Context: an optimization exercise on an open-source flow, tuned for small area, a short achievable clock period and few clock cycles. The choices shown serve that exercise and are no tape-out recipe.
At most, simulation tests tie the RTL to the original design; equivalence was not proved.
The clock input has no modelled driver; a real chip could not lean on it and would need a root buffer or a full tree.
No activity file was given, so power comes from the tool's default toggle rates.

==> flow/design.v <==
module ni_apb_bridge (
    input         clk,
    input         resetn,
    input  [15:0] i_flit,
    input         enable,
    output [15:0] o_flit,
    output        ready,
    output        valid_out,
    input  [31:0] prdata,
    input         pready,
    input         pslverr,
    output [13:0] paddr,
    output        psel,
    output        penable,
    output        pwrite,
    output [31:0] pwdata
);
  localparam [2:0] RX_IDLE = 3'b000, RX_B0 = 3'b001, RX_B1 = 3'b011, RX_B2 = 3'b010,
                   RX_B3 = 3'b110, RX_TL = 3'b111;
  localparam [2:0] BT_HD = 3'b000, BT_F1 = 3'b001, BT_F2 = 3'b011, BT_F3 = 3'b010,
                   BT_TL = 3'b110;
  reg [15:0] h_q, t_q, o_q;    
  reg [31:0] pw_q;             
  reg        e_q;              
  reg        rdy_q, psel_q, pen_q, vld_q;
  reg [2:0]  rx_q;
  reg        infl_q;           
  reg        pend_q;           
  reg [2:0]  bt_q;
  wire take   = rdy_q & enable;
  wire xend   = pen_q & pready;
  wire ofree  = ~vld_q | (bt_q == BT_TL);
  wire start  = (xend | pend_q) & ofree;
  wire [31:0] rd_perm = {prdata[1:0], prdata[31:18], prdata[17:2]};
  wire [31:0] wr_flit = {i_flit[2:1], i_flit[15:1], i_flit[15:1]};
  wire [31:0] pw_d    = pen_q ? rd_perm : wr_flit;
  wire ld0 = xend | (rx_q == RX_B0);
  wire ld1 = xend | (rx_q == RX_B1);
  wire ld2 = xend | (rx_q == RX_B2);
  always @(posedge clk) begin
    if (!resetn) begin
      rdy_q  <= 1'b1;
      rx_q   <= RX_IDLE;
      infl_q <= 1'b0;
      psel_q <= 1'b0;
      pen_q  <= 1'b0;
      pend_q <= 1'b0;
      vld_q  <= 1'b0;
    end else begin
      case (rx_q)
        RX_IDLE: if (take) rx_q <= RX_B0;
        RX_B0:   rx_q <= RX_B1;
        RX_B1:   rx_q <= RX_B2;
        RX_B2:   rx_q <= RX_B3;
        RX_B3:   rx_q <= RX_TL;
        default: rx_q <= RX_IDLE;
      endcase
      if (take) infl_q <= 1'b1;
      else if (start) infl_q <= 1'b0;
      rdy_q <= ~take & (rx_q == RX_IDLE || rx_q == RX_TL) & (~infl_q | start);
      if ((rx_q == RX_B0 && !i_flit[1]) || (rx_q == RX_B2 && pw_q[0])) psel_q <= 1'b1;
      else if (xend) psel_q <= 1'b0;
      pen_q  <= psel_q & ~xend;
      pend_q <= (xend | pend_q) & ~start;
      if (start) vld_q <= 1'b1;
      else if (bt_q == BT_TL) vld_q <= 1'b0;
    end
  end
  always @(posedge clk) begin
    if (rdy_q) h_q <= i_flit;
    if (rx_q == RX_TL) t_q <= i_flit;
    if (ld0) pw_q[14:0]  <= pw_d[14:0];
    if (ld1) pw_q[29:15] <= pw_d[29:15];
    if (ld2) pw_q[31:30] <= pw_d[31:30];
    if (pen_q) e_q <= pslverr;
    if (start) begin
      o_q  <= h_q;
      bt_q <= BT_HD;
    end else begin
      case (bt_q)
        BT_HD:   begin o_q <= {2'b00, pw_q[29:16]};      bt_q <= BT_F1; end
        BT_F1:   begin o_q <= pw_q[15:0];                bt_q <= BT_F2; end
        BT_F2:   begin o_q <= {pw_q[31:30], e_q, 13'b0}; bt_q <= BT_F3; end
        default: begin o_q <= t_q;                       bt_q <= BT_TL; end
      endcase
    end
  end
  assign ready     = rdy_q;
  assign valid_out = vld_q;
  assign o_flit    = o_q;
  assign psel      = psel_q;
  assign penable   = pen_q;
  assign paddr     = pw_q[14:1];
  assign pwrite    = pw_q[0];
  assign pwdata    = pw_q;
endmodule
clock: 5.0 ns
lec_check: 0
cap_margin: 20
core_margin: 2
core_utilization: 60
setup_slack_margin: 3.0
slew_margin: 20
standard.sh (not shown) runs the stock make flow with config.mk's settings and CLKGATE_MAP_FILE= SYNTH_SCRIPT=/design/flow/synth_recipe.tcl, a recipe that flattens the netlist after the stock synthesis.
==> flow/flow/run.sh <==
#!/bin/bash
# The standard layout, with the port buffers made from sky130_fd_sc_hd__buf_1
# (buffer_ports otherwise picks clkdlybuf4s50_1, a slow delay cell).
set -euo pipefail
export BUFFER_PORTS_ARGS="-buffer_cell sky130_fd_sc_hd__buf_1"
bash standard.sh finish > standard_flow.log 2>&1
The first run finished with timing, DRC and antenna clean.
Rerun with:
- CORE_UTILIZATION: 60 -> 50
After rerunning:
- The new run passed the timing, DRC and antenna checks
- setup slack improved by 0.021 ns
- via count fell by 2.4%
- total power rose by 5.7%
- utilization fell by 12 points
- design area rose by 1.2%
- first-iteration DRC count fell by 25%
- wire length fell by 1.2%
- synthesized area does not change
Rerun with:
==> flow/flow/run.sh (replaced) <==
#!/bin/bash
# The standard layout, except:
#  - the port buffers are sky130_fd_sc_hd__buf_1 (buffer_ports otherwise
#    picks clkdlybuf4s50_1, a slow delay cell);
#  - the clock tree is four clkbuf_16 fed from the clock port, each driving
#    a quarter of the flip-flops (see mantree.tcl), in place of TritonCTS's
#    two-level H-tree.
set -euo pipefail
export BUFFER_PORTS_ARGS="-buffer_cell sky130_fd_sc_hd__buf_1"
export PRE_CTS_TCL="$PWD/flow/pre_cts.tcl"
bash standard.sh finish > standard_flow.log 2>&1
==> flow/flow/mantree.tcl (new file) <==
# Clock tree of NB clkbuf_16 buffers, each driving a slice of the flip-flops
# (sorted by x), all fed straight from the clock port.
proc manual_clock_tree { nb } {
  set block [ord::get_db_block]
  set clknet [$block findNet clk]
  set master [[ord::get_db] findMaster sky130_fd_sc_hd__clkbuf_16]
  set sinks {}
  foreach it [$clknet getITerms] {
    set inst [$it getInst]
    set bb [$inst getBBox]
    lappend sinks [list [expr {([$bb xMin] + [$bb xMax]) / 2}] [expr {([$bb yMin] + [$bb yMax]) / 2}] $it]
  }
  set sinks [lsort -integer -index 0 $sinks]
  set n [llength $sinks]
  for {set b 0} {$b < $nb} {incr b} {
    set lo [expr {$b * $n / $nb}]
    set hi [expr {($b + 1) * $n / $nb - 1}]
    set grp [lrange $sinks $lo $hi]
    set sx 0; set sy 0
    foreach s $grp { incr sx [lindex $s 0]; incr sy [lindex $s 1] }
    set cx [expr {$sx / [llength $grp]}]
    set cy [expr {$sy / [llength $grp]}]
    set inst [odb::dbInst_create $block $master clkman_$b]
    set net [odb::dbNet_create $block clkman_net_$b]
    $net setSigType CLOCK
    [$inst findITerm A] connect $clknet
    [$inst findITerm X] connect $net
    foreach s $grp {
      set it [lindex $s 2]
      $it disconnect
      $it connect $net
    }
    $inst setLocation $cx $cy
    $inst setPlacementStatus PLACED
  }
}
==> flow/flow/pre_cts.tcl (new file) <==
# Sourced by ORFS's cts.tcl before clock tree synthesis (PRE_CTS_TCL): build
# the clock tree by hand instead, as a few clkbuf_16 fed from the clock port.
source [file join [file dirname [info script]] mantree.tcl]
rename clock_tree_synthesis orfs_clock_tree_synthesis
proc clock_tree_synthesis { args } {
  manual_clock_tree 4
  set_propagated_clock [all_clocks]
}
- SETUP_SLACK_MARGIN: 3.0 -> 3.2
What happened:
- The new run completed with no timing, DRC or antenna violations
- setup slack gains 0.15 ns
- synthesized cell count stays the same
- cell count came out lower by 0.58%
- die area does not change
- via count barely changes
Rerun with:
==> flow/flow/run.sh (replaced) <==
#!/bin/bash
# The standard layout, with the port buffers made from sky130_fd_sc_hd__buf_1
# (buffer_ports otherwise picks clkdlybuf4s50_1, a slow delay cell).
set -euo pipefail
export BUFFER_PORTS_ARGS="-buffer_cell sky130_fd_sc_hd__buf_1"
bash standard.sh finish > standard_flow.log 2>&1
- ABC_AREA: not set -> 1
- SETUP_SLACK_MARGIN: 3.2 -> 3.0
removed: flow/flow/mantree.tcl
removed: flow/flow/pre_cts.tcl
Effect:
- clock skew is about the same
- routed wire length went up by 9.3%
- first-iteration DRC count went up by about 40%
- synthesized area went up by 0.53%
- total power went up by about 20%
- fmax went down by 6.8%
- hold slack got worse by 0.026 ns
- worst setup slack got worse by 0.13 ns
- via count went up by about 11%
No run of this note included a check of the RTL's function; only the layout flow was run. In the third run of this note the design's own scripts or RTL, not TritonCTS, make the clock network.

========
RTL: the design.v shown in full above, as it stands there.
clock: 5.0 ns
lec_check: 0
cap_margin: 20
core_margin: 2
core_utilization: 50
setup_slack_margin: 3.0
slew_margin: 20
==> flow/flow/run.sh <==
#!/bin/bash
# The standard layout, except:
#  - the port buffers are sky130_fd_sc_hd__buf_1 (buffer_ports otherwise
#    picks clkdlybuf4s50_1, a slow delay cell);
#  - the clock tree is three clkbuf_16 fed from the clock port, each driving
#    a third of the flip-flops (see mantree.tcl), in place of TritonCTS's
#    two-level H-tree.
set -euo pipefail
export BUFFER_PORTS_ARGS="-buffer_cell sky130_fd_sc_hd__buf_1"
export PRE_CTS_TCL="$PWD/flow/pre_cts.tcl"
bash standard.sh finish > standard_flow.log 2>&1
==> flow/flow/mantree.tcl <==
# Clock tree of NB clkbuf_16 buffers, each driving a slice of the flip-flops
# (sorted by x), all fed straight from the clock port.
proc manual_clock_tree { nb } {
  set block [ord::get_db_block]
  set clknet [$block findNet clk]
  set master [[ord::get_db] findMaster sky130_fd_sc_hd__clkbuf_16]
  set sinks {}
  foreach it [$clknet getITerms] {
    set inst [$it getInst]
    set bb [$inst getBBox]
    lappend sinks [list [expr {([$bb xMin] + [$bb xMax]) / 2}] [expr {([$bb yMin] + [$bb yMax]) / 2}] $it]
  }
  set sinks [lsort -integer -index 0 $sinks]
  set n [llength $sinks]
  for {set b 0} {$b < $nb} {incr b} {
    set lo [expr {$b * $n / $nb}]
    set hi [expr {($b + 1) * $n / $nb - 1}]
    set grp [lrange $sinks $lo $hi]
    set sx 0; set sy 0
    foreach s $grp { incr sx [lindex $s 0]; incr sy [lindex $s 1] }
    set cx [expr {$sx / [llength $grp]}]
    set cy [expr {$sy / [llength $grp]}]
    set inst [odb::dbInst_create $block $master clkman_$b]
    set net [odb::dbNet_create $block clkman_net_$b]
    $net setSigType CLOCK
    [$inst findITerm A] connect $clknet
    [$inst findITerm X] connect $net
    foreach s $grp {
      set it [lindex $s 2]
      $it disconnect
      $it connect $net
    }
    $inst setLocation $cx $cy
    $inst setPlacementStatus PLACED
  }
}
==> flow/flow/pre_cts.tcl <==
# Sourced by ORFS's cts.tcl before clock tree synthesis (PRE_CTS_TCL): build
# the clock tree by hand instead, as a few clkbuf_16 fed from the clock port.
source [file join [file dirname [info script]] mantree.tcl]
rename clock_tree_synthesis orfs_clock_tree_synthesis
proc clock_tree_synthesis { args } {
  manual_clock_tree 3
  set_propagated_clock [all_clocks]
}
The starting point produced a clean layout.
Then changed:
==> flow/flow/run.sh (replaced) <==
#!/bin/bash
# The standard layout, with the port buffers made from sky130_fd_sc_hd__buf_1
# (buffer_ports otherwise picks clkdlybuf4s50_1, a slow delay cell).
set -euo pipefail
export BUFFER_PORTS_ARGS="-buffer_cell sky130_fd_sc_hd__buf_1"
bash standard.sh finish > standard_flow.log 2>&1
SETUP_SLACK_MARGIN = 2.8   (was 3.0)
removed: flow/flow/mantree.tcl
removed: flow/flow/pre_cts.tcl
Outcome:
- sequential share of layout area came out lower by 1.5 points
- total power came out higher by 18%
- critical path depth came out lower by 2
- die area stays the same
- hold slack degrades by 0.0030 ns
- global-route usage came out higher by 1.7 points
Then changed:
==> flow/flow/run.sh (replaced) <==
#!/bin/bash
# The standard layout, except:
#  - the port buffers are sky130_fd_sc_hd__buf_1 (buffer_ports otherwise
#    picks clkdlybuf4s50_1, a slow delay cell);
#  - the clock tree is three clkbuf_16 fed from the clock port, each driving
#    a third of the flip-flops (see mantree.tcl), in place of TritonCTS's
#    two-level H-tree.
set -euo pipefail
export BUFFER_PORTS_ARGS="-buffer_cell sky130_fd_sc_hd__buf_1"
export PRE_CTS_TCL="$PWD/flow/pre_cts.tcl"
bash standard.sh finish > standard_flow.log 2>&1
==> flow/flow/mantree.tcl (new file) <==
# Clock tree of NB clkbuf_16 buffers, each driving a slice of the flip-flops
# (sorted by x), all fed straight from the clock port.
proc manual_clock_tree { nb } {
  set block [ord::get_db_block]
  set clknet [$block findNet clk]
  set master [[ord::get_db] findMaster sky130_fd_sc_hd__clkbuf_16]
  set sinks {}
  foreach it [$clknet getITerms] {
    set inst [$it getInst]
    set bb [$inst getBBox]
    lappend sinks [list [expr {([$bb xMin] + [$bb xMax]) / 2}] [expr {([$bb yMin] + [$bb yMax]) / 2}] $it]
  }
  set sinks [lsort -integer -index 0 $sinks]
  set n [llength $sinks]
  for {set b 0} {$b < $nb} {incr b} {
    set lo [expr {$b * $n / $nb}]
    set hi [expr {($b + 1) * $n / $nb - 1}]
    set grp [lrange $sinks $lo $hi]
    set sx 0; set sy 0
    foreach s $grp { incr sx [lindex $s 0]; incr sy [lindex $s 1] }
    set cx [expr {$sx / [llength $grp]}]
    set cy [expr {$sy / [llength $grp]}]
    set inst [odb::dbInst_create $block $master clkman_$b]
    set net [odb::dbNet_create $block clkman_net_$b]
    $net setSigType CLOCK
    [$inst findITerm A] connect $clknet
    [$inst findITerm X] connect $net
    foreach s $grp {
      set it [lindex $s 2]
      $it disconnect
      $it connect $net
    }
    $inst setLocation $cx $cy
    $inst setPlacementStatus PLACED
  }
}
==> flow/flow/pre_cts.tcl (new file) <==
# Sourced by ORFS's cts.tcl before clock tree synthesis (PRE_CTS_TCL): build
# the clock tree by hand instead, as a few clkbuf_16 fed from the clock port.
source [file join [file dirname [info script]] mantree.tcl]
rename clock_tree_synthesis orfs_clock_tree_synthesis
proc clock_tree_synthesis { args } {
  manual_clock_tree 3
  set_propagated_clock [all_clocks]
}
SETUP_SLACK_MARGIN = 3.2   (was 2.8)
Result: Core utilization rises by 1.1 points. Hold slack gains 0.0031 ns. Setup slack gets better by 0.30 ns. Cell count hardly moves. Sequential power goes down by about 1%. Die area stays the same. Power shrinks by 13%. Fmax goes up by about 17%. Sequential share of layout area fell by 0.99 points. Design area rose by 1.9%. Global-route usage came out lower by 0.91 points.
No functional check of the RTL was part of any run of this note. The clock cells of the first and third runs of this note come from the design's own scripts or RTL, not from TritonCTS.

========
ni_apb_bridge, a different RTL version from the one above (not shown whole).
Size: about 340 cells after synthesis, roughly 93 flip-flops, ~120 I/O pins, about 3900 µm² of cells after synthesis.
clock: 5.0 ns
lec_check: 0
cap_margin: 20
core_margin: 2
core_utilization: 40
setup_slack_margin: 3.0
slew_margin: 20
run.sh (not shown) runs the stock make flow with config.mk's settings and CLKGATE_MAP_FILE= SYNTH_SCRIPT=/design/flow/synth_recipe.tcl, a recipe that flattens the netlist after the stock synthesis.
Stock flow here: none of the scripts above is used.
The starting point completed without violations.
Testbench counts at the start, summed over its fixed seeds: cycles 10,485.
Next try:
SETUP_SLACK_MARGIN = not set   (was 3.0)
Hold slack is better by 0.021 ns.
Synthesized area stays the same.
Non-clock buffer count is lower by 47.
Synthesized cell count does not change.
Final area is lower by 6.5%.
Total power is lower by 3.1%.
Sequential power hardly moves.
Next try:
==> flow/flow/run.sh (new file) <==
#!/bin/bash
# The standard layout, with the port buffers made from sky130_fd_sc_hd__buf_1
# (buffer_ports otherwise picks clkdlybuf4s50_1, a slow delay cell).
set -euo pipefail
export BUFFER_PORTS_ARGS="-buffer_cell sky130_fd_sc_hd__buf_1"
bash standard.sh finish > standard_flow.log 2>&1
==> flow/standard.sh (new file) <==
#!/bin/bash
# synth_recipe.tcl (not shown) runs the flow's synth.tcl, then flattens the netlist and writes it again
# the make line also repeats each setting of config.mk as NAME=value (left out here)
make -C /OpenROAD-flow-scripts/flow DESIGN_CONFIG=/design/flow/config.mk WORK_HOME=/design/flow/orfs CLKGATE_MAP_FILE= SYNTH_SCRIPT=/design/flow/synth_recipe.tcl "${@:-finish}"
SETUP_SLACK_MARGIN = 3.3   (was not set)
removed: flow/run.sh
=>
- The changed run finished clean
- design area drops slightly
- worst setup slack improved by 0.93 ns
- sequential power barely changes
- clock power climbs by a few percent
Next try:
CTS_BUF_LIST = sky130_fd_sc_hd__clkbuf_16   (was not set)
CTS_CLUSTER_DIAMETER = 500   (was not set)
CTS_CLUSTER_SIZE = 100   (was not set)
SETUP_SLACK_MARGIN = 3.0   (was 3.3)
Sequential power stays flat.
Synthesized area stays the same.
Maximum frequency climbs by 0.96%.
Critical path depth does not change.
Wire length drops by 7.4%.
Clock-buffer cell count does not change.
Via count drops by 7.6%.
Combinational power drops by 21%.
Cell area drops by 8.7%.
Cell count drops by 7.7%.

## separate check: timing with driven ports
The flow's constraints put no driver on any port. The routed layouts listed below were extracted and timed again, unchanged, in two steps. Step 1: set_driving_cell puts a clkbuf_16 on clk and a buf_2 on each other input, an assumption about the parent block. Step 2 adds t to the input delays and takes it off the output delays; t is the mean of the earliest and latest rising clock arrival at the registers after step 1. Input paths then give back, and output paths get back, about the clock's delay inside the block. a / b / c = ideal ports / drivers / drivers and shift; a / b = the first two.
run | shift t [ns] | setup WS [ns] | worst slew at a driven data input, ns | pins driven straight from the clock port
the first run of note 1 | 0.384 | 3.013 / 2.984 / 2.754 | 0.04 | 1
the second run of note 1 | 0.375 | 3.034 / 3.004 / 2.818 | 0.03 | 1
the third run of note 1 | 0.217 | 3.182 / 3.164 / 3.007 | 0.03 | 4
the fourth run of note 1 | 0.377 | 3.050 / 3.020 / 2.958 | 0.04 | 1
the first run of note 2 | 0.229 | 3.047 / 3.034 / 2.853 | 0.04 | 3
the second run of note 2 | 0.383 | 2.888 / 2.857 / 2.659 | 0.04 | 1
the third run of note 2 | 0.230 | 3.189 / 3.146 / 2.988 | 0.04 | 3
the first run of note 3 | 0.386 | 2.840 / 2.810 / 2.932 | 0.04 | 1
the second run of note 3 | 0.382 | 2.092 / 2.061 / 1.981 | 0.05 | 1
the third run of note 3 | 0.389 | 3.018 / 2.988 / 2.950 | 0.04 | 1
the fourth run of note 3 | 0.374 | 3.037 / 3.001 / 2.701 | 0.04 | 1
After both steps setup and hold are still met in every run listed. The setup slack of the fourth run of note 3, which loses most, moves by -0.036 ns with the drivers and by -0.336 ns with both steps.
